Context: an optimization exercise on an open-source flow, tuned for small area. The choices shown serve that exercise and are no tape-out recipe. RTL that was checked went through simulation tests only; none was proved equivalent to the original. For runs 1 to 4, only the layout was checked, not whether the RTL still works. No activity file was given, so power comes from the tool's default toggle rates.

<file path="flow/flow/run.sh">
#!/bin/bash
# Standard ORFS layout (the standard.sh, unchanged synthesis, floorplan,
# power grid and tap cells) with three changes to what the layout adds:
#  - ports are buffered with the smallest buffer, sky130_fd_sc_hd__buf_1;
#  - clock tree synthesis uses small clock buffers and no dummy loads.
# Each make step logs to orfs/logs/; the whole run also logs to flow.log.
set -euo pipefail
export BUFFER_PORTS_ARGS="-buffer_cell sky130_fd_sc_hd__buf_1"
export CTS_ARGS="-sink_clustering_enable -repair_clock_nets -dont_use_dummy_load -buf_list sky130_fd_sc_hd__clkbuf_4"
bash standard.sh > flow.log 2>&1
</file>
<file path="flow/standard.sh">
#!/bin/bash
# synth_recipe.tcl (not shown) runs the flow's synth.tcl, then flattens the netlist and writes it again
# the make line also repeats each setting of config.mk as NAME=value (left out here)
make -C /OpenROAD-flow-scripts/flow DESIGN_CONFIG=/design/flow/config.mk WORK_HOME=/design/flow/orfs CLKGATE_MAP_FILE= SYNTH_SCRIPT=/design/flow/synth_recipe.tcl "${@:-finish}"
</file>
<file path="flow/config.mk">
export PLATFORM = sky130hd
export DESIGN_NAME = i2c_ahb_bridge
export DESIGN_NICKNAME = i2c_ahb_bridge
export VERILOG_FILES = /design/flow/design.v
export SDC_FILE = /design/flow/constraint.sdc
export NUM_CORES = 4
export LEC_CHECK = 0
export CAP_MARGIN = 20
export CORE_MARGIN = 2
export CORE_UTILIZATION = 40
export SLEW_MARGIN = 20
</file>
<file path="flow/constraint.sdc">
create_clock -name core_clock -period 10.0 [get_ports {clk_i}]
set_input_delay 2.0000 -clock core_clock [delete_from_list [all_inputs] [get_ports {clk_i}]]
set_output_delay 2.0000 -clock core_clock [all_outputs]
set_load 0.01 [all_outputs]
</file>
<file path="flow/design.v">
module soft_i2c_slave_ahb #(
    parameter DEVICE_ADDR = 7'h66
) (
    input  wire        clk_i,
    input  wire        rst_ni,
    input  wire        scl_i,
    input  wire        sda_i,
    output reg         sda_oe_o,
    output reg         sda_o,
    output reg         rw_flag_o,
    output wire        wr_vld_o,
    output reg  [ 7:0] wr_data_o,
    output reg         rd_vld_o,
    output reg  [ 7:0] rd_data_o,
    output reg  [31:0] ahb_waddr_o,
    output reg  [31:0] ahb_raddr_o,
    output reg         r_valid_o,
    output reg  [31:0] ahb_wdata_o,
    input  wire [31:0] ahb_rdata_i
);
    localparam [7:0] WR_CTRL_WORD = {DEVICE_ADDR, 1'b0};
    localparam [7:0] RD_CTRL_WORD = {DEVICE_ADDR, 1'b1};
    localparam [2:0] IDLE    = 3'b000,
                     START   = 3'b001,
                     STOP    = 3'b010,
                     JUG_RW  = 3'b100,
                     RW_ADDR = 3'b101,
                     WR_DAT  = 3'b110,
                     RD_DAT  = 3'b111;
    reg  [ 2:0] state;
    reg  [ 2:0] state_n;
    reg  [10:0] cnt_sclk;    
    reg  [10:0] cnt_dlow;    
    reg         bit_buf;
    reg  [ 1:0] samp_flag;   
    reg  [ 3:0] cnt_bit;
    reg  [ 3:0] RW_Addr;
    reg  [ 7:0] data_buf;
    reg  [ 7:0] mem [15:0];
    reg  [ 1:0] r_scl, r_sda;
    reg         prev_7, prev_b;   
    reg  [31:0] ahb_rdata_i_prev;
    wire scl_neg = r_scl == 2'b10;
    wire scl_pos = r_scl == 2'b01;
    wire sda_neg = r_sda == 2'b10;
    wire sda_pos = r_sda == 2'b01;
    wire s_idle   = state == IDLE;
    wire s_start  = state == START;
    wire s_stop   = state == STOP;
    wire s_jug    = state == JUG_RW;
    wire s_rwaddr = state == RW_ADDR;
    wire s_wr     = state == WR_DAT;
    wire s_rd     = state == RD_DAT;
    wire s_byte   = state[2];                   
    wire s_count  = state[2] & ~(state[1] & state[0]);   
    wire s_clr    = ~state[2] & ~state[1];      
    wire cnt7     = cnt_bit == 4'd7;
    wire cnt8     = cnt_bit == 4'd8;
    wire ack_neg  = cnt7 & scl_neg;
    wire byte_end = cnt8 & scl_neg;
    wire is_rd    = data_buf == RD_CTRL_WORD;
    wire is_wr    = data_buf == WR_CTRL_WORD;
    wire jug_done = cnt8 & (samp_flag == 2'd1);
    assign wr_vld_o = 1'b0;   
    always @(posedge clk_i or negedge rst_ni) begin
        if (!rst_ni) begin
            r_sda <= 2'b0;
            state <= IDLE;
        end else begin
            r_sda <= {r_sda[0], sda_i};
            state <= state_n;
        end
    end
    always @(posedge clk_i) r_scl <= {r_scl[0], scl_i};
    always @(*) begin
        state_n = state;
        case (state)
            IDLE:    if (sda_neg && scl_i) state_n = START;
            START:   if (scl_pos) state_n = JUG_RW;
            JUG_RW:  if (jug_done) state_n = is_wr ? RW_ADDR : (is_rd ? RD_DAT : IDLE);
            RW_ADDR: if (byte_end) state_n = WR_DAT;
            WR_DAT: begin
                if (scl_i && sda_neg) state_n = START;
                else if (scl_i && sda_pos) state_n = STOP;
            end
            RD_DAT:  if (cnt8 && scl_i && sda_i) state_n = STOP;
            STOP:    if (scl_i && sda_i && cnt_sclk >= 11'd50) state_n = IDLE;
            default: state_n = IDLE;
        endcase
    end
    always @(posedge clk_i or negedge rst_ni) begin
        if (!rst_ni) rw_flag_o <= 1'b0;
        else rw_flag_o <= s_rd;
    end
    always @(posedge clk_i) begin
        if (s_clr || s_rd || (s_count && scl_pos)) cnt_sclk <= 11'd0;
        else if (s_stop || (s_count && scl_i)) cnt_sclk <= cnt_sclk + 11'd1;
        if (s_clr || scl_pos) cnt_dlow <= 11'd0;
        else if (scl_i && !sda_i) cnt_dlow <= cnt_dlow + 11'd1;
        if (s_idle) bit_buf <= 1'b0;
        else if (s_count && !(scl_neg && (cnt7 || cnt8))) bit_buf <= cnt_dlow == 11'd0;
        if (scl_pos) samp_flag <= 2'd0;
        else if (cnt_sclk != 11'd0 && !scl_i && samp_flag != 2'd3) samp_flag <= samp_flag + 2'd1;
        if (!s_byte) cnt_bit <= 4'd0;
        else if (scl_neg) cnt_bit <= cnt8 ? 4'd0 : cnt_bit + 4'd1;
        if (s_rd) data_buf <= mem[RW_Addr];
        else if (s_count && scl_neg && !cnt_bit[3]) data_buf <= {data_buf[6:0], bit_buf};
    end
    always @(posedge clk_i or negedge rst_ni) begin
        if (!rst_ni) begin
            sda_o     <= 1'b0;
            sda_oe_o  <= 1'b0;
            wr_data_o <= 8'd0;
            rd_vld_o  <= 1'b0;
            rd_data_o <= 8'd0;
            RW_Addr   <= 4'd0;
        end else begin
            if (s_idle) begin
                sda_o    <= 1'b0;
                sda_oe_o <= 1'b0;
                wr_data_o <= 8'd0;
                rd_vld_o <= 1'b0;
            end
            if (s_count) begin
                if (ack_neg) begin
                    sda_o    <= 1'b0;
                    sda_oe_o <= 1'b1;
                end else if (byte_end) begin
                    sda_o    <= 1'b0;
                    sda_oe_o <= s_jug & is_rd;
                end
            end
            if (s_rwaddr && byte_end) RW_Addr <= data_buf[3:0];
            if (s_wr && byte_end) begin
                RW_Addr   <= RW_Addr + 4'd1;
                wr_data_o <= data_buf;
            end
            if (s_rd) begin
                rd_data_o <= data_buf;
                if (ack_neg) begin
                    sda_oe_o <= 1'b0;
                    sda_o    <= 1'b0;
                end else if (byte_end) begin
                    sda_oe_o <= 1'b1;
                    RW_Addr  <= RW_Addr + 4'd1;
                    rd_vld_o <= 1'b1;
                end else if (!scl_i && !cnt_bit[3]) begin
                    sda_oe_o <= 1'b1;
                    sda_o    <= data_buf[~cnt_bit[2:0]];
                end else begin
                    rd_vld_o <= 1'b0;
                end
            end
        end
    end
    wire rdata_diff = ahb_rdata_i != ahb_rdata_i_prev;
    wire addr_c     = RW_Addr == 4'hc;
    wire ahb_load   = addr_c & rdata_diff;
    wire mem_wr     = s_wr & byte_end;
    integer i;
    always @(posedge clk_i) begin
        for (i = 0; i < 16; i = i + 1) begin
            if (mem_wr && RW_Addr == i) mem[i] <= data_buf;
            else if (ahb_load && i >= 12) mem[i] <= ahb_rdata_i[8*(i-12) +: 8];
        end
    end
    wire req_w = prev_7 & (RW_Addr == 4'h8);
    wire req_r = prev_b & addr_c;
    wire track = ~req_w & ~(addr_c & (rdata_diff | prev_b));
    always @(posedge clk_i or negedge rst_ni) begin
        if (!rst_ni) begin
            ahb_waddr_o      <= 32'h0;
            ahb_raddr_o      <= 32'h0;
            r_valid_o        <= 1'b0;
            ahb_wdata_o      <= 32'h0;
            ahb_rdata_i_prev <= 32'h0;
            prev_7           <= 1'b0;
            prev_b           <= 1'b0;
        end else begin
            if (req_w) begin
                ahb_waddr_o <= {mem[0], mem[1], mem[2], mem[3]};
                ahb_wdata_o <= {mem[4], mem[5], mem[6], mem[7]};
            end
            if (req_r && !rdata_diff) begin
                r_valid_o   <= 1'b1;
                ahb_raddr_o <= {mem[8], mem[9], mem[10], mem[11]};
            end
            if (track) begin
                ahb_rdata_i_prev <= ahb_rdata_i;
                prev_7    <= RW_Addr == 4'h7;
                prev_b    <= RW_Addr == 4'hb;
                r_valid_o <= 1'b0;
            end
        end
    end
endmodule
module AHB_master_wrapper (
    input  wire        HCLK,
    input  wire        HRESETN,
    input  wire [31:0] HRDATA,
    input  wire        HREADYOUT,
    input  wire        HRESP,       
    output wire [31:0] HWDATA,
    output wire [31:0] HADDR,
    output wire [25:0] HADDR_26b,
    output wire [ 2:0] HBURST,
    output wire [ 2:0] HSIZE,
    output wire        HWRITE,
    output wire [ 1:0] HTRANS,
    output wire        HMASTLOCK,
    output wire [ 3:0] HPROT,
    output wire        HREADY,
    output wire        HSEL,
    input  wire [31:0] ahb_waddr_i,
    input  wire [31:0] ahb_raddr_i,
    input  wire        r_valid_i,
    input  wire [31:0] ahb_wdata_i,
    output wire [31:0] ahb_rdata_o
);
    reg [31:0] haddr;    
    reg [31:0] hwdata;   
    reg [31:0] r_data;
    reg        a_ph;     
    reg        d_ph;     
    reg        rd;       
    wire [31:0] addr = r_valid_i ? ahb_raddr_i : ahb_waddr_i;
    genvar i;
    generate
        for (i = 0; i < 32; i = i + 1) begin : g_rev
            assign HADDR[i]  = haddr[i];
            assign HWDATA[i] = hwdata[i];
            assign ahb_rdata_o[i] = r_data[i];
        end
    endgenerate
    assign HADDR_26b = HADDR[31:6];
    assign HBURST    = 3'b000;
    assign HSIZE     = 3'b010;
    assign HPROT     = 4'b0000;
    assign HMASTLOCK = 1'b0;
    assign HREADY    = 1'b0;
    assign HSEL      = 1'b0;
    assign HWRITE    = ~rd;
    assign HTRANS    = {1'b0, d_ph};
    wire idle = ~a_ph & ~d_ph;
    integer k;
    always @(posedge HCLK or negedge HRESETN) begin
        if (!HRESETN) begin
            haddr  <= 32'b0;
            hwdata <= 32'b0;
            r_data <= 32'b0;
            a_ph   <= 1'b0;
            d_ph   <= 1'b0;
            rd     <= 1'b0;
        end else begin
            a_ph <= idle & HREADYOUT;
            d_ph <= a_ph | (d_ph & rd & ~HREADYOUT);
            rd   <= rd ? (a_ph | ~HREADYOUT) : (idle & HREADYOUT & r_valid_i);
            if (a_ph)
                for (k = 0; k < 32; k = k + 1) haddr[k] <= addr[31-k];
            if (d_ph & ~rd)
                for (k = 0; k < 32; k = k + 1) hwdata[k] <= ahb_wdata_i[31-k];
            if (d_ph & rd & HREADYOUT)
                for (k = 0; k < 32; k = k + 1) r_data[k] <= HRDATA[31-k];
        end
    end
endmodule
module i2c_ahb_bridge (
    input  wire        clk_i,
    input  wire        rst_ni,
    input  wire        scl_i,
    input  wire        sda_i,
    output wire        sda_oe_o,
    output wire        sda_o,
    output wire        rw_flag_o,
    output wire        wr_vld_o,
    output wire [ 7:0] wr_data_o,
    output wire        rd_vld_o,
    output wire [ 7:0] rd_data_o,
    input  wire [31:0] HRDATA,
    input  wire        HREADYOUT,
    input  wire        HRESP,
    output wire [31:0] HWDATA,
    output wire [31:0] HADDR,
    output wire [25:0] HADDR_26b,
    output wire [ 2:0] HBURST,
    output wire [ 2:0] HSIZE,
    output wire        HWRITE,
    output wire [ 1:0] HTRANS,
    output wire        HMASTLOCK,
    output wire [ 3:0] HPROT,
    output wire        HREADY,
    output wire        HSEL
);
    wire [31:0] ahb_waddr;
    wire [31:0] ahb_raddr;
    wire r_valid;
    wire [31:0] ahb_wdata;
    wire [31:0] ahb_rdata;
    soft_i2c_slave_ahb #(
        .DEVICE_ADDR(7'h66)
    ) u_soft_i2c_slave_ahb (
        .clk_i      (clk_i),
        .rst_ni     (rst_ni),
        .scl_i      (scl_i),
        .sda_i      (sda_i),
        .sda_oe_o   (sda_oe_o),
        .sda_o      (sda_o),
        .rw_flag_o  (rw_flag_o),
        .wr_vld_o   (wr_vld_o),
        .wr_data_o  (wr_data_o),
        .rd_vld_o   (rd_vld_o),
        .rd_data_o  (rd_data_o),
        .ahb_waddr_o(ahb_waddr),
        .ahb_raddr_o(ahb_raddr),
        .r_valid_o  (r_valid),
        .ahb_wdata_o(ahb_wdata),
        .ahb_rdata_i(ahb_rdata)
    );
    AHB_master_wrapper u_AHB_master_wrapper (
        .HCLK       (clk_i),
        .HRESETN    (rst_ni),
        .HRDATA     (HRDATA),
        .HREADYOUT  (HREADYOUT),
        .HRESP      (HRESP),
        .HWDATA     (HWDATA),
        .HADDR      (HADDR),
        .HADDR_26b  (HADDR_26b),
        .HBURST     (HBURST),
        .HSIZE      (HSIZE),
        .HWRITE     (HWRITE),
        .HTRANS     (HTRANS),
        .HMASTLOCK  (HMASTLOCK),
        .HPROT      (HPROT),
        .HREADY     (HREADY),
        .HSEL       (HSEL),
        .ahb_waddr_i(ahb_waddr),
        .ahb_raddr_i(ahb_raddr),
        .r_valid_i  (r_valid),
        .ahb_wdata_i(ahb_wdata),
        .ahb_rdata_o(ahb_rdata)
    );
endmodule
</file>
==> results of run 1 <==
==> synthesized netlist by cell type, drive strengths merged (4+ instances only) <==
| cell type | instances | share of area [%] |
|---|---|---|
| a221o | 4 | 0.22 |
| xnor2 | 5 | 0.24 |
| inv | 13 | 0.27 |
| a21boi | 4 | 0.16 |
| a222oi | 4 | 0.22 |
| mux4 | 4 | 0.49 |
| and2 | 4 | 0.14 |
| nand2 | 91 | 1.9 |
| clkbuf | 45 | 0.93 |
| nand4 | 5 | 0.17 |
| edfxtp | 136 | 22 |
| mux2i | 42 | 2.3 |
| nand3 | 25 | 0.75 |
| nor2 | 91 | 1.9 |
| a221oi | 9 | 0.43 |
| and3 | 15 | 0.51 |
| o211ai | 8 | 0.33 |
| o22ai | 4 | 0.14 |
| mux2 | 232 | 14 |
| a211oi | 5 | 0.21 |
| dfrtp | 259 | 36 |
| nor3 | 7 | 0.22 |
| a31oi | 9 | 0.31 |
| buf | 76 | 2.8 |
| a21oi | 50 | 1.4 |
| dfxtp | 31 | 3.4 |
| a22oi | 8 | 0.33 |
| nor2b | 13 | 0.45 |
| a32oi | 7 | 0.34 |
| o21ai | 53 | 1.5 |
| nor4 | 14 | 0.48 |
| ha | 13 | 0.89 |
| xor2 | 49 | 2.4 |
==> how the worst min path moves through the flow <==
stage                                        startpoint                            end  cells past startpoint  slack (ns)
after global placement    u_soft_i2c_slave_ahb.r_scl[0]  u_soft_i2c_slave_ahb.r_scl[1]                      0        0.36
final                     u_soft_i2c_slave_ahb.r_scl[0]  u_soft_i2c_slave_ahb.r_scl[1]                      0        0.37
after detailed placement  u_soft_i2c_slave_ahb.r_scl[0]  u_soft_i2c_slave_ahb.r_scl[1]                      0        0.37
after floorplan           u_soft_i2c_slave_ahb.r_scl[0]  u_soft_i2c_slave_ahb.r_scl[1]                      0        0.35
after global routing      u_soft_i2c_slave_ahb.r_scl[0]  u_soft_i2c_slave_ahb.r_scl[1]                      0        0.39
after CTS                 u_soft_i2c_slave_ahb.r_scl[0]  u_soft_i2c_slave_ahb.r_scl[1]                      0        0.37
==> final cells by class <==
class | count | area [um^2] | share of cell area [%]
timing repair buffer | 170 | 724.4 | 3.635
multi-input combinational | 833 | 6399 | 32.10
tap | 600 | 750.7 | 3.767
inverter | 14 | 52.55 | 0.2637
clock buffer | 108 | 810.8 | 4.068
antenna | 2 | 5.005 | 0.02511
sequential | 426 | 11190 | 56.14
==> cells by family (layout without fill, tap and decap cells) <==
family / count (synthesis) / count (layout) / share of synthesized area, %
AOI/OAI and AO/OA: 188 / 188 / 6.620
xor gates and xnor gates: 54 / 54 / 2.593
adders and majority gates: 13 / 13 / 0.8918
buffers and inverters: 135 / 292 / 4.006
DFF: 426 / 426 / 61.33
muxes: 278 / 278 / 17.18
other: 2 / 17 / 0.04117
and+or+nand+nor: 285 / 285 / 7.340
==> metal layers <==
metal | track usage, % | up-vias
li1 | - | 5277
met1 | 25.52 | 5691
met2 | 29.75 | 431
met3 | 4.338 | 66
met4 | 7.374 | 0
met5 | 0 | -
==> sequential cells by signal (all words and copies together) (netlist names), 2 cells and up <==
signal                                 cells
u_soft_i2c_slave_ahb.mem                 128
u_AHB_master_wrapper.haddr                32
u_AHB_master_wrapper.hwdata               32
u_AHB_master_wrapper.r_data               32
u_soft_i2c_slave_ahb.ahb_raddr_o          32
u_soft_i2c_slave_ahb.ahb_rdata_i_prev     32
u_soft_i2c_slave_ahb.ahb_waddr_o          32
u_soft_i2c_slave_ahb.ahb_wdata_o          32
u_soft_i2c_slave_ahb.cnt_dlow             11
u_soft_i2c_slave_ahb.cnt_sclk             11
u_soft_i2c_slave_ahb.data_buf              8
u_soft_i2c_slave_ahb.rd_data_o             8
u_soft_i2c_slave_ahb.wr_data_o             8
u_soft_i2c_slave_ahb.RW_Addr               4
u_soft_i2c_slave_ahb.cnt_bit               4
u_soft_i2c_slave_ahb.state                 3
u_soft_i2c_slave_ahb.r_scl                 2
u_soft_i2c_slave_ahb.r_sda                 2
u_soft_i2c_slave_ahb.samp_flag             2
==> critical path, delay by kind of cell, from the launching register on <==
family	cells	cell delay (ns)
simple gates	3	1.39
flops	1	0.74
compound gates	3	1.29
==> power groups by stage <==
stage               clock, W  sequential (W)  combinational [W]
CTS                  0.00113         0.00200           0.000613
finish               0.00108         0.00200           0.000614
global placement           0         0.00203           0.000599
floorplan                  0         0.00202           0.000414
global route         0.00121         0.00202           0.000680
detailed placement         0         0.00203           0.000610
==> stage by stage <==
| step | power, W | utilization (%) | std cells | cell area (um^2) | hold WS (ns) |
|---|---|---|---|---|---|
| after floorplan | 0.002434 | - | 1394 | 18290 | 0.3546 |
| after global placement | 0.002631 | 42.30 | 2043 | 19110 | 0.3621 |
| after detailed placement | 0.002645 | 42.30 | 2043 | 19110 | 0.3681 |
| after CTS | 0.003743 | 44.10 | 2151 | 19930 | 0.3743 |
| after global routing | 0.003904 | 44.11 | 2153 | 19930 | 0.3931 |
| final | 0.003699 | 44.11 | 2153 | 19930 | 0.3713 |
==> placed cells by master (no fill, tap or decap), types with 7 or more instances in the layout <==
master                     synthesis  final
sky130_fd_sc_hd__inv_1            13     13
sky130_fd_sc_hd__a221oi_1          9      9
sky130_fd_sc_hd__edfxtp_1        136    136
sky130_fd_sc_hd__xor2_1           49     49
sky130_fd_sc_hd__nor2b_1          13     12
sky130_fd_sc_hd__clkbuf_4          0    108
sky130_fd_sc_hd__a32oi_1           7      7
sky130_fd_sc_hd__mux2_2          229    229
sky130_fd_sc_hd__buf_1            12    147
sky130_fd_sc_hd__a31oi_1           9      9
sky130_fd_sc_hd__nand2_1          91     91
sky130_fd_sc_hd__nand3_1          24     23
sky130_fd_sc_hd__dfrtp_1         259    257
sky130_fd_sc_hd__conb_1            2     15
sky130_fd_sc_hd__o21ai_0          52     50
sky130_fd_sc_hd__ha_1             13     13
sky130_fd_sc_hd__dfxtp_1          31     31
sky130_fd_sc_hd__nor4_1           14     14
sky130_fd_sc_hd__buf_4            42     23
sky130_fd_sc_hd__o211ai_1          8      8
sky130_fd_sc_hd__nor2_1           89     89
sky130_fd_sc_hd__and3_1           15     15
sky130_fd_sc_hd__a21oi_1          50     50
sky130_fd_sc_hd__mux2i_1          42     42
sky130_fd_sc_hd__a22oi_1           8      8
==> flow_summary.ini, run 1 <==
[sta]
final_hold_viol_count = 0
fin_clk_skew_ns = 0.08521
layout_min_cycle_time_ns = 3.511
finalSetupViolations = 0
layout_setup_ws_ns = 6.489
rsz0062_at_grt = no
slew_headroom_pct = 23.76
max_freq_ghz = 0.2848
setup_tns_ns = 0
max_slew.worst_pin.slew_ns = 1.132
finalMaxSlewViolations = 0
period_share_pct = 35.11

[floorplan]
initial_utilization_pct = 40.37
design.die.area_um2 = 47320
dieWidth_um = 217.5
io_pins = 165
row_count = 78
die_h_um = 217.5
core_area_um2 = 45190

[setup_path]
timing_worst_setup_path_type = flip-flop to flip-flop
critPathCaptureType = flip-flop
crit_path_end = u_soft_i2c_slave_ahb.RW_Addr[3]
worst-endpoint-required_ns = 10.68
crit_path_start = u_soft_i2c_slave_ahb.state[2]
critPathLaunchType = flip-flop
timing.reg2reg.worst_path_depth = 6
crit_path_cell_trace = nand3_1 -> a2111oi_1 -> nor2_1 -> nand2_1 -> o21ai_0 -> a21oi_1
critical_path_slowest_stage_cell = sky130_fd_sc_hd__a2111oi_1
cp_max_fo = 23
r2r_setup_slk_ns = 6.49
critPathMaxStageDelay_ns = 1.03
wp_data_arrival_ns = 4.19
worstReg2RegStart = u_soft_i2c_slave_ahb.state[2]
regToRegEndpoint = u_soft_i2c_slave_ahb.RW_Addr[3]

[routing]
detailroute.wirelength.met3_um = 3083
drc = 0
top_layer = met4
vias = 11465
dr_wl_met2_um = 20980
drt_pass1_iterations = 5
vias_per_cell = 5.325
routedWlPerCell_um = 20.61
drt_iter0_drc = 968
antenna_violating_nets_post_route = 0
met1Wirelength_um = 19190
routed_wl_um = 44370

[place]
globalplace.congestion = 0.9041
dp_hpwl_um = 30040
portBuffers = 148
dpl_worst_slack_ns = 6.041

[synth]
ys_ff_latch = 426
synthDistinctLibCells = 70
postSynth.asyncResetShare_pct = 60.80
ys_seq_area_share_pct = 61.33
avgSynthCellArea_um2 = 13.21
synth-main-ff-cell = sky130_fd_sc_hd__dfrtp_1
number_of_flops_mapped_to_enable_cells_by_yosys = 136
post_synth_instance_area_um2 = 18240
yosysWarnings = 15
post_synthesis_cell_count = 1381

[hold_path]
kind_of_path_behind_the_tightest_hold_check = flip-flop to flip-flop

[cts]
later_pin_clock_latency_in_the_skew_report_ns = 0.82
cts_buffers = 108
cts_tree = built
postCtsSetupRepairBufs = 0
holdBufCountCts = 0
clock_tree.htree_level_count = 3
post_cts.resized_instances = 0
clockRootBuffer = sky130_fd_sc_hd__clkbuf_4
cts.clk_slew.worst_paths_ns = 0.06
clockBufferDepth = 3
cts.sink_count = 426

[pwr]
p_seq_share_pct = 54.2
clock_power_share_pct = 29.3
power.switching_fraction_pct = 29.93
peakVddDrop_mv = 0.1510
power_leakage_nw = 8.697
p_per_area_nw_per_um2 = 185.6
power.internal_w = 0.002592
power.combinational.fraction_pct = 16.6
switching_power_w = 0.001107

[global_route]
grt_max_degree = 78
grt_overflow_total = 0
number_of_global_route_vias_before_repair = 11576
antenna_violations_before_repair = 1
global_route.usage.total_pct = 18.94
wire_length_of_the_first_global_routing_pass_um = 68200

[layout]
fraction_of_final_layout_cells_sized_beyond_drive_strength_1_pct = 24.37
final.fill_count = 4219
syn_to_final_growth_pct = 9.268
design.final.nets = 1604

[run]
drv_cap = 0

[outcome]
status = timing/DRC/antenna clean
==> inputs of run 2 (changes only) <==
==> flow/run.sh (new file) <==
#!/bin/bash
# synth_recipe.tcl (not shown) runs the flow's synth.tcl, then flattens the netlist and writes it again
# the make line also repeats each setting of config.mk as NAME=value (left out here)
make -C /OpenROAD-flow-scripts/flow DESIGN_CONFIG=/design/flow/config.mk WORK_HOME=/design/flow/orfs CLKGATE_MAP_FILE= SYNTH_SCRIPT=/design/flow/synth_recipe.tcl finish
removed: flow/flow/run.sh
removed: flow/standard.sh
==> run 2 against run 1 <==
Non-clock buffer count grew 1. Clock skew shrank 0.056 ns. Clock-buffer cell count fell by 40. Critical path type is now flip-flop to output pin. Total power grew 21%. Still clean on timing, DRC and antenna. Register-to-register slack improved by 0.19 ns. Critical endpoint is now HWRITE.
==> flow_summary.ini, run 2 <==
[synth]
synth_area_leader_cell = sky130_fd_sc_hd__dfrtp_1
postSynth.asyncResetShare_pct = 60.80
synth_compound_gate_area_share_pct = 6.620
yosysWarnings = 15
synth-main-ff-cell = sky130_fd_sc_hd__dfrtp_1
synth_xor_area_share_pct = 2.593
post-synth-top-count-cell = sky130_fd_sc_hd__dfrtp_1
avgSynthCellArea_um2 = 13.21
synth_top_area_share_pct = 35.53
post_synthesis_cell_count = 1381
synthDistinctLibCells = 70
synth.mux.area_fraction_pct = 17.18
post_synth_instance_area_um2 = 18240
synthTopCellsByArea = sky130_fd_sc_hd__dfrtp_1, sky130_fd_sc_hd__edfxtp_1, sky130_fd_sc_hd__mux2_2
post_synth_fa_ha_maj_area_fraction_pct = 0.8918
synth_top_cells_by_count = sky130_fd_sc_hd__dfrtp_1, sky130_fd_sc_hd__mux2_2, sky130_fd_sc_hd__edfxtp_1
synth-simple-area-share_pct = 7.340
dominant_combinational_cell_family_by_area_after_synthesis = multiplexers
ys_ff_latch = 426
number_of_flops_mapped_to_enable_cells_by_yosys = 136
ys_seq_area_share_pct = 61.33

[global_route]
wire_length_of_the_first_global_routing_pass_um = 69300
global_route.usage.total_pct = 19.19
grt_overflow_total = 0
antenna_violations_before_repair = 1
grt_max_degree = 112
number_of_global_route_vias_before_repair = 11427

[cts]
clockRootBuffer = sky130_fd_sc_hd__clkbuf_16
cts_tree = built
clockBufferDepth = 3
post_cts.resized_instances = 0
clock_tree.htree_level_count = 2
cts.sink_count = 426
cts_buffers = 46
postCtsSetupRepairBufs = 0
cts.clk_slew.worst_paths_ns = 0.06
later_pin_clock_latency_in_the_skew_report_ns = 0.58
holdBufCountCts = 0

[setup_path]
critPathMaxStageDelay_ns = 0.53
critPathCaptureType = output pin
worstReg2RegStart = u_soft_i2c_slave_ahb.state[2]
crit_path_cell_trace = inv_1 -> clkdlybuf4s50_1
r2r_setup_slk_ns = 6.68
regToRegEndpoint = u_soft_i2c_slave_ahb.state[1]
critPathLaunchType = flip-flop
timing.reg2reg.worst_path_depth = 6
wp_data_arrival_ns = 1.61
timing_worst_setup_path_type = flip-flop to output pin
critical_path_slowest_stage_cell = sky130_fd_sc_hd__clkdlybuf4s50_1
worst-endpoint-required_ns = 8.00
cp_max_fo = 6

[place]
portBuffers = 148
dp_hpwl_um = 30020
post_dp_cell_area_um2 = 20030
dp.cells = 2043
globalplace.congestion = 0.8821

[layout]
final_common_cell = sky130_fd_sc_hd__dfrtp_1
finalInstanceArea_um2 = 21650
antenna_cells_inserted = 0
max_flop_register = u_soft_i2c_slave_ahb.mem
largest_register_ffs = 128
final.fill_count = 3971
syn_to_final_growth_pct = 18.72
final_instance_count_excl_fillers = 2130
mostFrequentLayoutCells = sky130_fd_sc_hd__dfrtp_1, sky130_fd_sc_hd__mux2_2, sky130_fd_sc_hd__clkdlybuf4s50_1, sky130_fd_sc_hd__edfxtp_1, sky130_fd_sc_hd__nand2_1
fraction_of_final_layout_cells_sized_beyond_drive_strength_1_pct = 22.42
fin_util_pct = 47.92
design.final.nets = 1543

[routing]
antenna_violating_nets_post_route = 0
vias_per_cell = 5.323
drt_iter0_drc = 1065
routed_wl_um = 44960
drc = 0
routedWlPerCell_um = 21.11
vias = 11337
drt_pass1_iterations = 6

[sta]
period_share_pct = 36.14
fin_clk_skew_ns = 0.02873
layout_min_cycle_time_ns = 3.614
rsz0062_at_grt = no
setup_tns_ns = 0
slew_headroom_pct = 27.42
max_slew.worst_pin.slew_ns = 1.089
max_freq_ghz = 0.2767
finalSetupViolations = 0
finalMaxSlewViolations = 0
final_hold_viol_count = 0

[hold_path]
worstHoldPathCells = 0
min_to = u_soft_i2c_slave_ahb.r_scl[1]
hold_path.startpoint = u_soft_i2c_slave_ahb.r_scl[0]
kind_of_path_behind_the_tightest_hold_check = flip-flop to flip-flop

[pwr]
switching_power_w = 0.001212
clock_power_share_pct = 39.3
p_seq_share_pct = 45.1
power.switching_fraction_pct = 27.07
peakVddDrop_mv = 0.1200
power.combinational.fraction_pct = 15.6
p_per_area_nw_per_um2 = 206.7
power_leakage_nw = 9.377
power.internal_w = 0.003264

[floorplan]
io_pins = 165
die_h_um = 217.5
core_area_um2 = 45190
dieWidth_um = 217.5
initial_utilization_pct = 40.37
design.die.area_um2 = 47320
row_count = 78

[run]
drv_cap = 0

[outcome]
status = timing/DRC/antenna clean
==> run 2: cell types whose count changed in the layout (fill, tap and decap cells not counted), moves of 8 or more <==
cell and delta:
sky130_fd_sc_hd__buf_1 -147, sky130_fd_sc_hd__clkdlybuf4s50_1 +147, sky130_fd_sc_hd__clkbuf_4 -108, sky130_fd_sc_hd__clkinv_2 +8, sky130_fd_sc_hd__clkbuf_1 +10, sky130_fd_sc_hd__clkbuf_16 +52
==> run 2: cell families (layout without fill, tap and decap cells) <==
group                    after synthesis  count (layout)
flip-flops                           426             426
AND/OR/NAND/NOR                      285             285
adder cells (fa/ha/maj)               13              13
buffers and inverters                135             271
AO/OA/AOI/OAI                        188             188
multiplexers                         278             278
other                                  2              15
XOR/XNOR                              54              54
==> run 2: metal layers <==
layer	part of all wire, %	GRT usage, %	vias up
met5	0.024	0	-
met4	3.5	7.146	2
met3	6.5	3.529	95
met2	47	29.95	414
met1	43	26.72	5658
li1	-	-	5168
==> run 2: power groups by stage <==
stage | registers, W | clock network (W) | logic, W
after floorplan | 0.00202 | 0 | 0.000414
after global placement | 0.00205 | 0 | 0.000680
after detailed placement | 0.00205 | 0 | 0.000691
after CTS | 0.00202 | 0.00180 | 0.000695
after global routing | 0.00203 | 0.00187 | 0.000763
final | 0.00202 | 0.00176 | 0.000699
==> run 2: worst max path at each step <==
stage	from	endpoint	slack, ns	depth (start not counted)
5_1_grt	scl_i	u_soft_i2c_slave_ahb.cnt_dlow[5]	6.30	7
3_3_place_gp	scl_i	u_soft_i2c_slave_ahb.cnt_dlow[7]	5.90	7
3_5_place_dp	scl_i	u_soft_i2c_slave_ahb.cnt_dlow[5]	5.85	7
4_1_cts	u_AHB_master_wrapper.rd	HWRITE	6.37	2
6_report	u_AHB_master_wrapper.rd	HWRITE	6.39	2
2_1_floorplan	scl_i	u_soft_i2c_slave_ahb.cnt_dlow[5]	6.87	6
==> run 2: cell type report <==
class	instances	area [um^2]	share of cell area [%]
clock buffer	68	1421	6.564
clock inverter	18	173.9	0.8031
inverter	14	52.55	0.2427
multi-input combinational	833	6386	29.49
sequential	426	11190	51.68
tap	600	750.7	3.467
timing repair buffer	171	1679	7.754
==> run 2: critical path: cells and delay by family, from the launching register on <==
family   cells  cell delay [ns]
buf+inv      2             0.60
flops        1             0.43
==> run 2: through the flow <==
stage / hold slack, ns / total power [W] / setup WS [ns]
2_1_floorplan: 0.3546 / 0.002434 / 6.874
3_3_place_gp: 0.3614 / 0.002726 / 5.900
3_5_place_dp: 0.3686 / 0.002740 / 5.849
4_1_cts: 0.3771 / 0.004517 / 6.368
5_1_grt: 0.3893 / 0.004668 / 6.299
6_report: 0.3734 / 0.004476 / 6.386
==> inputs of run 3 (changes only) <==
==> flow/flow/run.sh (new file) <==
#!/bin/bash
set -euo pipefail
export BUFFER_PORTS_ARGS="-buffer_cell sky130_fd_sc_hd__buf_1"
export CTS_ARGS="-sink_clustering_enable -sink_clustering_size 30 -sink_clustering_max_diameter 80 -repair_clock_nets -dont_use_dummy_load -buf_list sky130_fd_sc_hd__clkbuf_16"
bash standard.sh > flow.log 2>&1
==> flow/standard.sh (new file) <==
#!/bin/bash
# synth_recipe.tcl (not shown) runs the flow's synth.tcl, then flattens the netlist and writes it again
# the make line also repeats each setting of config.mk as NAME=value (left out here)
make -C /OpenROAD-flow-scripts/flow DESIGN_CONFIG=/design/flow/config.mk WORK_HOME=/design/flow/orfs CLKGATE_MAP_FILE= SYNTH_SCRIPT=/design/flow/synth_recipe.tcl "${@:-finish}"
removed: flow/run.sh
==> run 3 against run 2 <==
Routed wire length down 3.1%. Area after synthesis unchanged. Cell area down 9.1%. Clock skew up 0.035 ns. Critical path type is now flip-flop to flip-flop. Sequential cell count unchanged. Via count down 2.4%. First-iteration DRC count down 9.1%. Utilization down 4.3 points. Clock-buffer cell count down 45. Total power down 21%.
==> flow_summary.ini, run 3 <==
[outcome]
status = timing/DRC/antenna clean

[sta]
layout_min_cycle_time_ns = 3.472
finalSetupViolations = 0
finalMaxSlewViolations = 0
fin_clk_skew_ns = 0.06403
max_slew.worst_pin.slew_ns = 1.117
final_hold_viol_count = 0
slew_headroom_pct = 25.50
period_share_pct = 34.72
layout_setup_ws_ns = 6.528
setup_tns_ns = 0
rsz0062_at_grt = no
max_freq_ghz = 0.2880

[layout]
multiInputGateArea_um2 = 6399
syn_to_final_growth_pct = 7.950
max_flop_register = u_soft_i2c_slave_ahb.mem
final_instance_count_excl_fillers = 2066
mostFrequentLayoutCells = sky130_fd_sc_hd__dfrtp_1, sky130_fd_sc_hd__mux2_2, sky130_fd_sc_hd__buf_1, sky130_fd_sc_hd__edfxtp_1, sky130_fd_sc_hd__nand2_1
seqCellArea_um2 = 11190
largest_register_ffs = 128
design.final.nets = 1519
final.fill_count = 4184
antenna_cells_inserted = 0
final_common_cell = sky130_fd_sc_hd__dfrtp_1
fraction_of_final_layout_cells_sized_beyond_drive_strength_1_pct = 19.99

[floorplan]
dieWidth_um = 217.5
io_pins = 165
row_count = 78
initial_utilization_pct = 40.37
core_area_um2 = 45190
design.die.area_um2 = 47320
die_h_um = 217.5

[setup_path]
wp_data_arrival_ns = 3.98
critPathLaunchType = flip-flop
critical_path_slowest_stage_cell = sky130_fd_sc_hd__a2111oi_1
crit_path_cell_trace = nand3_1 -> a2111oi_1 -> nor2_1 -> nand2_1 -> o21ai_0 -> a21oi_1
critPathBufInv = 0
cp_max_fo = 23
critPathMaxStageDelay_ns = 1.06
r2r_setup_slk_ns = 6.53
critPathCaptureType = flip-flop
timing.reg2reg.worst_path_depth = 6
regToRegEndpoint = u_soft_i2c_slave_ahb.RW_Addr[3]
crit_family = simple AND/OR/NAND/NOR gates
timing_worst_setup_path_type = flip-flop to flip-flop
worstReg2RegStart = u_soft_i2c_slave_ahb.state[2]
worst-endpoint-required_ns = 10.50

[global_route]
grt_max_degree = 78
number_of_global_route_vias_before_repair = 10872
global_route.usage.total_pct = 18.43
grt_overflow_total = 0
wire_length_of_the_first_global_routing_pass_um = 66900
antenna_violations_before_repair = 0

[cts]
holdBufCountCts = 0
cts.clk_slew.worst_paths_ns = 0.10
clockRootBuffer = sky130_fd_sc_hd__clkbuf_16
post_cts.resized_instances = 0
cts.sink_count = 426
cts_tree = built
later_pin_clock_latency_in_the_skew_report_ns = 0.58
cts_buffers = 23
postCtsSetupRepairBufs = 0
clock_tree.htree_level_count = 1
clockBufferDepth = 3

[synth]
yosysWarnings = 15
synth_area_leader_cell = sky130_fd_sc_hd__dfrtp_1
post-synth-top-count-cell = sky130_fd_sc_hd__dfrtp_1
avgSynthCellArea_um2 = 13.21
synthTopCellsByArea = sky130_fd_sc_hd__dfrtp_1, sky130_fd_sc_hd__edfxtp_1, sky130_fd_sc_hd__mux2_2
ys_ff_latch = 426
synth_top_area_share_pct = 35.53
synthDistinctLibCells = 70
ys_seq_area_share_pct = 61.33
post_synthesis_cell_count = 1381
synth-main-ff-cell = sky130_fd_sc_hd__dfrtp_1
synth_top_cells_by_count = sky130_fd_sc_hd__dfrtp_1, sky130_fd_sc_hd__mux2_2, sky130_fd_sc_hd__edfxtp_1
postSynth.asyncResetShare_pct = 60.80
number_of_flops_mapped_to_enable_cells_by_yosys = 136
post_synth_instance_area_um2 = 18240

[routing]
routed_wl_um = 43550
antenna_violating_nets_post_route = 0
vias_per_cell = 5.356
drt_iter0_drc = 968
drt_pass1_iterations = 5
routedWlPerCell_um = 21.08
drc = 0
vias = 11065

[pwr]
power_leakage_nw = 8.484
p_per_area_nw_per_um2 = 180.2
peakVddDrop_mv = 0.1110

[place]
dpl_worst_slack_ns = 6.041
dp.cells = 2043
globalplace.congestion = 0.9041
dp_hpwl_um = 30040
portBuffers = 148

[hold_path]
worstHoldPathCells = 0
kind_of_path_behind_the_tightest_hold_check = flip-flop to flip-flop
min_to = u_soft_i2c_slave_ahb.r_sda[1]
hold_path.startpoint = u_soft_i2c_slave_ahb.r_sda[0]

[run]
drv_cap = 0
-- run 3: cell types whose count changed in the layout (fill, tap and decap cells not counted), moves of 6 or more --
cell / delta
sky130_fd_sc_hd__clkinv_2: -8
sky130_fd_sc_hd__buf_1: +147
sky130_fd_sc_hd__clkbuf_1: -10
sky130_fd_sc_hd__clkbuf_16: -29
sky130_fd_sc_hd__clkdlybuf4s50_1: -147
sky130_fd_sc_hd__clkbuf_8: -6
-- run 3: per-layer routing --
layer	track usage (%)	share of wire, %	vias up
met5	0	0	-
met4	5.594	2.9	0
met3	2.622	6.1	63
met2	29.51	47	378
met1	26.04	44	5557
li1	-	-	5067
-- run 3: cells by family (layout without fill, tap and decap cells) --
group           count (synthesis)  count (layout)  synth area share (%)
compound gates                188             188                 6.620
xor+xnor                       54              54                 2.593
fa+ha+maj                      13              13                0.8918
buf+inv                       135             207                 4.006
flops                         426             426                 61.33
mux                           278             278                 17.18
other cells                     2              15               0.04117
simple gates                  285             285                 7.340
-- run 3: area by class of cell --
cell class / count / share of cell area [%]
flip-flops and latches: 426 / 56.82
repair buffers: 170 / 3.679
inverters: 14 / 0.2669
multi-input cells: 833 / 32.50
well taps: 600 / 3.813
clock buffers: 23 / 2.923
-- run 3: per-stage QoR --
| stage | util, % | cell area, um^2 | power [W] | hold slack (ns) |
|---|---|---|---|---|
| 2_1_floorplan | - | 18290 | 0.002434 | 0.3546 |
| 3_3_place_gp | 42.30 | 19110 | 0.002631 | 0.3621 |
| 3_5_place_dp | 42.30 | 19110 | 0.002645 | 0.3681 |
| 4_1_cts | 43.58 | 19690 | 0.003581 | 0.3782 |
| 5_1_grt | 43.58 | 19690 | 0.003726 | 0.3977 |
| 6_report | 43.58 | 19690 | 0.003548 | 0.3755 |
-- run 3: where the power goes --
part / switching, W / total [W] / internal [W]
combinational: 0.000411 / 0.000612 / 0.000201
sequential: 0.0000988 / 0.00200 / 0.00190
clock: 0.000525 / 0.000935 / 0.000410
total: 0.00104 / 0.00355 / 0.00251
-- run 3: worst max-delay path by stage --
stage | endpoint | slack (ns) | startpoint | cells after the start
finish | u_soft_i2c_slave_ahb.RW_Addr[3] | 6.53 | u_soft_i2c_slave_ahb.state[2] | 6
global route | u_soft_i2c_slave_ahb.RW_Addr[2] | 6.12 | u_soft_i2c_slave_ahb.state[2] | 6
CTS | u_AHB_master_wrapper.a_ph | 6.65 | rst_ni | 2
detailed placement | u_AHB_master_wrapper.a_ph | 6.04 | rst_ni | 2
global placement | u_AHB_master_wrapper.a_ph | 6.10 | rst_ni | 2
floorplan | u_soft_i2c_slave_ahb.cnt_dlow[5] | 6.87 | scl_i | 6
==> inputs of run 4 (changes only) <==
==> flow/flow/run.sh (replaced) <==
#!/bin/bash
set -euo pipefail
export BUFFER_PORTS_ARGS="-buffer_cell sky130_fd_sc_hd__buf_1"
export CTS_ARGS="-sink_clustering_enable -sink_clustering_size 16 -sink_clustering_max_diameter 60 -repair_clock_nets -dont_use_dummy_load -buf_list sky130_fd_sc_hd__clkbuf_8"
bash standard.sh > flow.log 2>&1
==> run 4 against run 3 <==
Critical path depth unchanged. Via count increased by 0.14%. Worst hold slack gained 0.030 ns. Sequential cell count stayed put. Routed wire length increased by 0.89%. Still clean on timing, DRC and antenna. Synthesized cell count unchanged. Area after synthesis is the same. Fmax decreased by 0.46%. Combinational power is essentially flat.
==> flow_summary.ini, run 4 <==
[global_route]
antenna_violations_before_repair = 0
wire_length_of_the_first_global_routing_pass_um = 67210
global_route.usage.total_pct = 18.66
grt_overflow_total = 0
number_of_global_route_vias_before_repair = 11002
grt_max_degree = 78

[hold_path]
hold_path.startpoint = u_soft_i2c_slave_ahb.r_scl[0]
kind_of_path_behind_the_tightest_hold_check = flip-flop to flip-flop

[synth]
avgSynthCellArea_um2 = 13.21
synth_area_leader_cell = sky130_fd_sc_hd__dfrtp_1
post_synth_fa_ha_maj_area_fraction_pct = 0.8918
number_of_flops_mapped_to_enable_cells_by_yosys = 136
post-synth-top-count-cell = sky130_fd_sc_hd__dfrtp_1
synth_top_cells_by_count = sky130_fd_sc_hd__dfrtp_1, sky130_fd_sc_hd__mux2_2, sky130_fd_sc_hd__edfxtp_1
synthDistinctLibCells = 70
synth.mux.area_fraction_pct = 17.18
ys_ff_latch = 426
post_synthesis_cell_count = 1381
synth_compound_gate_area_share_pct = 6.620
ys_seq_area_share_pct = 61.33
yosysWarnings = 15
post_synth_instance_area_um2 = 18240
synth-simple-area-share_pct = 7.340
synth-main-ff-cell = sky130_fd_sc_hd__dfrtp_1
postSynth.asyncResetShare_pct = 60.80
synth_top_area_share_pct = 35.53
dominant_combinational_cell_family_by_area_after_synthesis = multiplexers
synth_xor_area_share_pct = 2.593
synthTopCellsByArea = sky130_fd_sc_hd__dfrtp_1, sky130_fd_sc_hd__edfxtp_1, sky130_fd_sc_hd__mux2_2

[routing]
drt_pass1_iterations = 5
antenna_violating_nets_post_route = 0
vias_per_cell = 5.330
routed_wl_um = 43930
drc = 0
drt_iter0_drc = 1005
routedWlPerCell_um = 21.13
vias = 11081

[sta]
max_freq_ghz = 0.2867
final_worst_hold_slack_ns = 0.4055
fin_clk_skew_ns = 0.05827
finalMaxSlewViolations = 0
layout_setup_ws_ns = 6.512
period_share_pct = 34.88
rsz0062_at_grt = no
setup_tns_ns = 0
layout_min_cycle_time_ns = 3.488
finalSetupViolations = 0
final_hold_viol_count = 0
slew_headroom_pct = 23.73
max_slew.worst_pin.slew_ns = 1.144

[setup_path]
timing_worst_setup_path_type = flip-flop to flip-flop
worst-endpoint-required_ns = 10.53
critical_path_slowest_stage_cell = sky130_fd_sc_hd__a2111oi_1
crit_path_start = u_soft_i2c_slave_ahb.state[2]
critPathLaunchType = flip-flop
worstReg2RegStart = u_soft_i2c_slave_ahb.state[2]
wp_data_arrival_ns = 4.01
cp_max_fo = 23
critPathMaxStageDelay_ns = 1.05
crit_path_cell_trace = nand3_1 -> a2111oi_1 -> nor2_1 -> nand2_1 -> o21ai_0 -> a21oi_1
critPathCaptureType = flip-flop

[outcome]
status = timing/DRC/antenna clean

[layout]
fraction_of_final_layout_cells_sized_beyond_drive_strength_1_pct = 20.69
syn_to_final_growth_pct = 7.512
antenna_cells_inserted = 0
fin_util_pct = 43.40
final_common_cell = sky130_fd_sc_hd__dfrtp_1
mostFrequentLayoutCells = sky130_fd_sc_hd__dfrtp_1, sky130_fd_sc_hd__mux2_2, sky130_fd_sc_hd__buf_1, sky130_fd_sc_hd__edfxtp_1, sky130_fd_sc_hd__nand2_1
design.final.nets = 1532
final.fill_count = 4187
largest_register_ffs = 128
max_flop_register = u_soft_i2c_slave_ahb.mem

[pwr]
peakVddDrop_mv = 0.1221
clock_power_share_pct = 24.7
power_leakage_nw = 8.459
switching_power_w = 0.001045
p_seq_share_pct = 57.6
power.switching_fraction_pct = 30.11
power.internal_w = 0.002426
power.combinational.fraction_pct = 17.7
p_per_area_nw_per_um2 = 177.0

[place]
dpl_worst_slack_ns = 6.041
portBuffers = 148
dp_hpwl_um = 30040
globalplace.congestion = 0.9041

[cts]
cts_buffers = 36
clock_tree.htree_level_count = 2
cts.clk_slew.worst_paths_ns = 0.09
later_pin_clock_latency_in_the_skew_report_ns = 0.62
postCtsSetupRepairBufs = 0
cts.sink_count = 426
holdBufCountCts = 0
post_cts.resized_instances = 0
cts_tree = built
clockBufferDepth = 3
clockRootBuffer = sky130_fd_sc_hd__clkbuf_8

[floorplan]
core_area_um2 = 45190
row_count = 78
design.die.area_um2 = 47320
dieWidth_um = 217.5
initial_utilization_pct = 40.37
io_pins = 165
die_h_um = 217.5

[run]
drv_cap = 0
run 4: final timing paths:
kind	cells after the start	to	slack, ns
setup / recovery	6	u_soft_i2c_slave_ahb.RW_Addr[3]	6.51
hold / removal	0	u_soft_i2c_slave_ahb.r_scl[1]	0.41
setup reg to reg	6	u_soft_i2c_slave_ahb.RW_Addr[3]	6.51
hold reg to reg	0	u_soft_i2c_slave_ahb.r_scl[1]	0.41
max in group asynchronous	2	u_AHB_master_wrapper.haddr[7]	6.93
min in group asynchronous	1	u_AHB_master_wrapper.haddr[29]	1.53
run 4: cell families after synthesis:
kind of cell	count (synthesis)
other cells	2
simple gates	285
buf+inv	135
mux	278
fa+ha+maj	13
flops	426
compound gates	188
xor+xnor	54
run 4: through the flow:
stage / instance area [um^2] / cells / power [W]
6_report: 19610 / 2079 / 0.003471
5_1_grt: 19610 / 2079 / 0.003646
4_1_cts: 19610 / 2079 / 0.003504
3_5_place_dp: 19110 / 2043 / 0.002645
3_3_place_gp: 19110 / 2043 / 0.002631
2_1_floorplan: 18290 / 1394 / 0.002434
run 4: per-layer routing:
layer	global-route usage (%)	up-vias	part of all wire (%)
met5	0	-	0
met3	3.138	81	6.4
met4	6.530	0	3.1
met1	26.00	5534	43
li1	-	5094	-
met2	29.52	372	47
run 4: critical path, delay by kind of cell (launching register included):
family             cells  cell delay, ns
DFF                    1            0.74
and+or+nand+nor        3            1.40
AOI/OAI and AO/OA      3            1.30
run 4: area by class of cell:
cell class | instances | area (um^2) | share of cell area, %
tap | 600 | 750.7 | 3.828
timing repair buffer | 170 | 724.4 | 3.694
multi-input combinational | 833 | 6399 | 32.63
clock buffer | 36 | 495.5 | 2.527
inverter | 14 | 52.55 | 0.2680
sequential | 426 | 11190 | 57.05
run 4: power by group through the flow:
| stage | Combinational (W) | Clock, W | Sequential [W] |
|---|---|---|---|
| after floorplan | 0.000414 | 0 | 0.00202 |
| after global routing | 0.000680 | 0.000951 | 0.00202 |
| after global placement | 0.000599 | 0 | 0.00203 |
| after CTS | 0.000612 | 0.000892 | 0.00200 |
| final | 0.000613 | 0.000858 | 0.00200 |
| after detailed placement | 0.000610 | 0 | 0.00203 |
==> inputs of run 5 (changes only) <==
--- a/flow/design.v
+++ b/flow/design.v
@@ -13,7 +13,7 @@
     output reg         rd_vld_o,
     output reg  [ 7:0] rd_data_o,
     output reg  [31:0] ahb_waddr_o,
-    output reg  [31:0] ahb_raddr_o,
+    output wire [31:0] ahb_raddr_o,
     output reg         r_valid_o,
     output reg  [31:0] ahb_wdata_o,
     input  wire [31:0] ahb_rdata_i
@@ -164,13 +164,13 @@
             else if (ahb_load && i >= 12) mem[i] <= ahb_rdata_i[8*(i-12) +: 8];
         end
     end
+    assign ahb_raddr_o = {mem[8], mem[9], mem[10], mem[11]};
     wire req_w = prev_7 & (RW_Addr == 4'h8);
     wire req_r = prev_b & addr_c;
     wire track = ~req_w & ~(addr_c & (rdata_diff | prev_b));
     always @(posedge clk_i or negedge rst_ni) begin
         if (!rst_ni) begin
             ahb_waddr_o      <= 32'h0;
-            ahb_raddr_o      <= 32'h0;
             r_valid_o        <= 1'b0;
             ahb_wdata_o      <= 32'h0;
             ahb_rdata_i_prev <= 32'h0;
@@ -181,10 +181,7 @@
                 ahb_waddr_o <= {mem[0], mem[1], mem[2], mem[3]};
                 ahb_wdata_o <= {mem[4], mem[5], mem[6], mem[7]};
             end
-            if (req_r && !rdata_diff) begin
-                r_valid_o   <= 1'b1;
-                ahb_raddr_o <= {mem[8], mem[9], mem[10], mem[11]};
-            end
+            if (req_r && !rdata_diff) r_valid_o <= 1'b1;
             if (track) begin
                 ahb_rdata_i_prev <= ahb_rdata_i;
                 prev_7    <= RW_Addr == 4'h7;
==> flow/flow/run.sh (replaced) <==
#!/bin/bash
# The standard layout (standard.sh: unchanged synthesis, floorplan, power
# grid, tap cells, placement, routing), with two settings passed to ORFS:
#  - ports are buffered with sky130_fd_sc_hd__buf_1, the smallest buffer;
#  - clock tree synthesis clusters up to 16 flip-flops within 60 um under one
#    sky130_fd_sc_hd__clkbuf_8 and inserts no dummy loads.
# ORFS writes each step's log under orfs/logs/; make's output goes to flow.log.
set -euo pipefail
export BUFFER_PORTS_ARGS="-buffer_cell sky130_fd_sc_hd__buf_1"
export CTS_ARGS="-sink_clustering_enable -sink_clustering_size 16 -sink_clustering_max_diameter 60 -repair_clock_nets -dont_use_dummy_load -buf_list sky130_fd_sc_hd__clkbuf_8"
bash standard.sh > flow.log 2>&1
==> run 5 against run 4 <==
Non-clock buffer count rose by 5. Combinational power fell by about 40%. Routed wire length fell by 0.80%. Clock skew rose by 0.028 ns. Critical path type is now input port to async pin. Critical endpoint is now u_soft_i2c_slave_ahb.r_valid_o. Largest cell class unchanged.
==> flow_summary.ini, run 5 <==
[sta]
rsz0062_at_grt = no
finalSetupViolations = 0
max_slew.worst_pin.slew_ns = 1.117
final_worst_hold_slack_ns = 0.4304
final_hold_viol_count = 0
period_share_pct = 34.86
finalMaxSlewViolations = 0
slew_headroom_pct = 25.56
max_freq_ghz = 0.2868
layout_min_cycle_time_ns = 3.486
setup_tns_ns = 0
fin_clk_skew_ns = 0.08660

[floorplan]
die_h_um = 212.7
io_pins = 165
design.die.area_um2 = 45230
initial_utilization_pct = 40.52
row_count = 76
core_area_um2 = 42980
dieWidth_um = 212.7

[pwr]
power_leakage_nw = 7.617
peakVddDrop_mv = 0.09827
p_per_area_nw_per_um2 = 161.3

[synth]
ys_seq_area_share_pct = 59.63
number_of_flops_mapped_to_enable_cells_by_yosys = 136
postSynth.asyncResetShare_pct = 57.61
ys_ff_latch = 394
synthTopCellsByArea = sky130_fd_sc_hd__dfrtp_1, sky130_fd_sc_hd__edfxtp_1, sky130_fd_sc_hd__mux2_2
synth_top_cells_by_count = sky130_fd_sc_hd__dfrtp_1, sky130_fd_sc_hd__mux2_2, sky130_fd_sc_hd__edfxtp_1
synth-main-ff-cell = sky130_fd_sc_hd__dfrtp_1
synth_top_area_share_pct = 32.61
synth_area_leader_cell = sky130_fd_sc_hd__dfrtp_1
post_synth_instance_area_um2 = 17420
post-synth-top-count-cell = sky130_fd_sc_hd__dfrtp_1
avgSynthCellArea_um2 = 12.39
synthDistinctLibCells = 77
yosysWarnings = 15
post_synthesis_cell_count = 1406

[routing]
vias_per_cell = 5.410
drt_iter0_drc = 1074
routed_wl_um = 43580
antenna_violating_nets_post_route = 0
vias = 11263
drt_pass1_iterations = 6
routedWlPerCell_um = 20.93
drc = 0

[place]
portBuffers = 148
post_dp_cell_area_um2 = 18290
dp_hpwl_um = 29400
globalplace.congestion = 0.8700

[layout]
design.final.nets = 1550
fraction_of_final_layout_cells_sized_beyond_drive_strength_1_pct = 17.43
finalInstanceArea_um2 = 18800
final_common_cell = sky130_fd_sc_hd__dfrtp_1
max_flop_register = u_soft_i2c_slave_ahb.mem
antenna_cells_inserted = 0
mostFrequentLayoutCells = sky130_fd_sc_hd__dfrtp_1, sky130_fd_sc_hd__mux2_2, sky130_fd_sc_hd__buf_1, sky130_fd_sc_hd__edfxtp_1, sky130_fd_sc_hd__nand2_1
fin_util_pct = 43.73
syn_to_final_growth_pct = 7.917
largest_register_ffs = 128

[cts]
later_pin_clock_latency_in_the_skew_report_ns = 0.59
cts_buffers = 36
post_cts.resized_instances = 0
clock_tree.htree_level_count = 2
clockRootBuffer = sky130_fd_sc_hd__clkbuf_8
cts.clk_slew.worst_paths_ns = 0.10
holdBufCountCts = 0
cts_tree = built
postCtsSetupRepairBufs = 0
cts.sink_count = 394
clockBufferDepth = 3

[run]
drv_cap = 0

[setup_path]
cp_max_fo = 73
timing_worst_setup_path_type = input port to async pin
critPathCaptureType = async pin
wp_data_arrival_ns = 3.99
worst-endpoint-required_ns = 10.51
critPathLaunchType = input port

[global_route]
grt_overflow_total = 0
antenna_violations_before_repair = 0
wire_length_of_the_first_global_routing_pass_um = 67070
global_route.usage.total_pct = 19.44
grt_max_degree = 76
number_of_global_route_vias_before_repair = 11100

[hold_path]
kind_of_path_behind_the_tightest_hold_check = flip-flop to flip-flop

[outcome]
status = timing/DRC/antenna clean
-- run 5: cell types whose count changed after synthesis, moves of 10 or more --
cell	before	now
sky130_fd_sc_hd__o21ai_0	52	41
sky130_fd_sc_hd__nor2_1	89	77
sky130_fd_sc_hd__dfrtp_1	259	227
sky130_fd_sc_hd__clkbuf_1	44	57
sky130_fd_sc_hd__mux2_2	229	170
sky130_fd_sc_hd__nand3_1	24	62
sky130_fd_sc_hd__o32ai_1	0	34
sky130_fd_sc_hd__a21oi_1	50	60
sky130_fd_sc_hd__inv_1	13	50
-- run 5: logic make-up after synthesis --
kind of cell / synth area share (%)
simple gates: 9.454
other cells: 0.04312
fa+ha+maj: 0.9339
buf+inv: 5.129
compound gates: 8.513
xor+xnor: 2.464
flops: 59.63
mux: 13.84
-- run 5: stage by stage --
stage / power (W) / worst slack [ns] / std cells
finish: 0.003032 / 6.514 / 2082
global route: 0.003184 / 6.162 / 2082
CTS: 0.003074 / 6.411 / 2082
detailed placement: 0.002240 / 5.776 / 2046
global placement: 0.002229 / 5.829 / 2045
floorplan: 0.002109 / 6.654 / 1419
-- run 5: area by class of cell --
cell class              count  area [um^2]
multi-input cells         842         6223
clock buffers              36        495.5
fillers                  4038        24190
inverters                  50        187.7
well taps                 585        732.0
flip-flops and latches    394        10390
repair buffers            175        769.5
-- run 5: path summary, 6_finish.rpt --
kind                                                         to                       startpoint  cells after the start  slack (ns)
max in group core_clock                                  HWRITE          u_AHB_master_wrapper.rd                      2        6.76
hold reg to reg                   u_soft_i2c_slave_ahb.r_scl[1]    u_soft_i2c_slave_ahb.r_scl[0]                      0        0.43
hold / removal                    u_soft_i2c_slave_ahb.r_scl[1]    u_soft_i2c_slave_ahb.r_scl[0]                      0        0.43
setup / recovery                 u_soft_i2c_slave_ahb.r_valid_o                           rst_ni                      3        6.51
setup reg to reg           u_soft_i2c_slave_ahb.ahb_waddr_o[23]  u_soft_i2c_slave_ahb.RW_Addr[3]                      5        6.77
min in group asynchronous       u_AHB_master_wrapper.hwdata[24]                           rst_ni                      1        1.39
-- run 5: routing by layer --
metal,wire [um],vias to the layer above,track usage (%)
met4,1177,0,5.667
met5,0,-,0
met1,19480,5615,27.58
met3,2597,78,3.177
li1,-,5188,-
met2,20330,382,30.83
-- run 5: critical path: stages --
cell                       delay, ns
sky130_fd_sc_hd__clkbuf_4       0.41
sky130_fd_sc_hd__buf_4          0.64
sky130_fd_sc_hd__buf_4          0.85
-- run 5: power breakdown --
| part | internal [W] | switching (W) |
|---|---|---|
| clock | 0.000323 | 0.000510 |
| combinational | 0.000126 | 0.000245 |
| sequential | 0.00174 | 0.0000853 |

-- re-timing with driven ports --
How much do the figures lean on ideal ports? The routed layouts below were timed once more, with nothing changed but the port constraints.
Step 1 sets driving cells, clkbuf_16 on the clock port and buf_2 on the other inputs (assumed; they add their load-dependent delay and slew).
Step 2 moves the port delays by t, midway between the first and last clock arrival at a register: inputs arrive t later, outputs are due t later. That takes back most of the time a late clock gives input paths.
Three values: ideal ports, drivers, drivers and shift; two values: the first two.
| run | t (ns) | slack for setup (ns) | worst setup path after step 2 |
|---|---|---|---|
| run 1 | 0.826 | 6.489 / 6.489 / 6.232 | input to register |
| run 2 | 0.622 | 6.386 / 6.331 / 5.880 | input to register |
| run 3 | 0.608 | 6.528 / 6.528 / 6.247 | input to register |
| run 4 | 0.636 | 6.512 / 6.512 / 6.257 | input to register |
| run 5 | 0.600 | 6.514 / 6.535 / 5.936 | input, reset recovery |
After both steps every run listed still meets setup and hold. For run 5, which loses most, drivers alone change the setup slack by +0.021 ns; drivers and shift together by -0.578 ns. The worst setup slack also covers recovery checks on asynchronous resets.
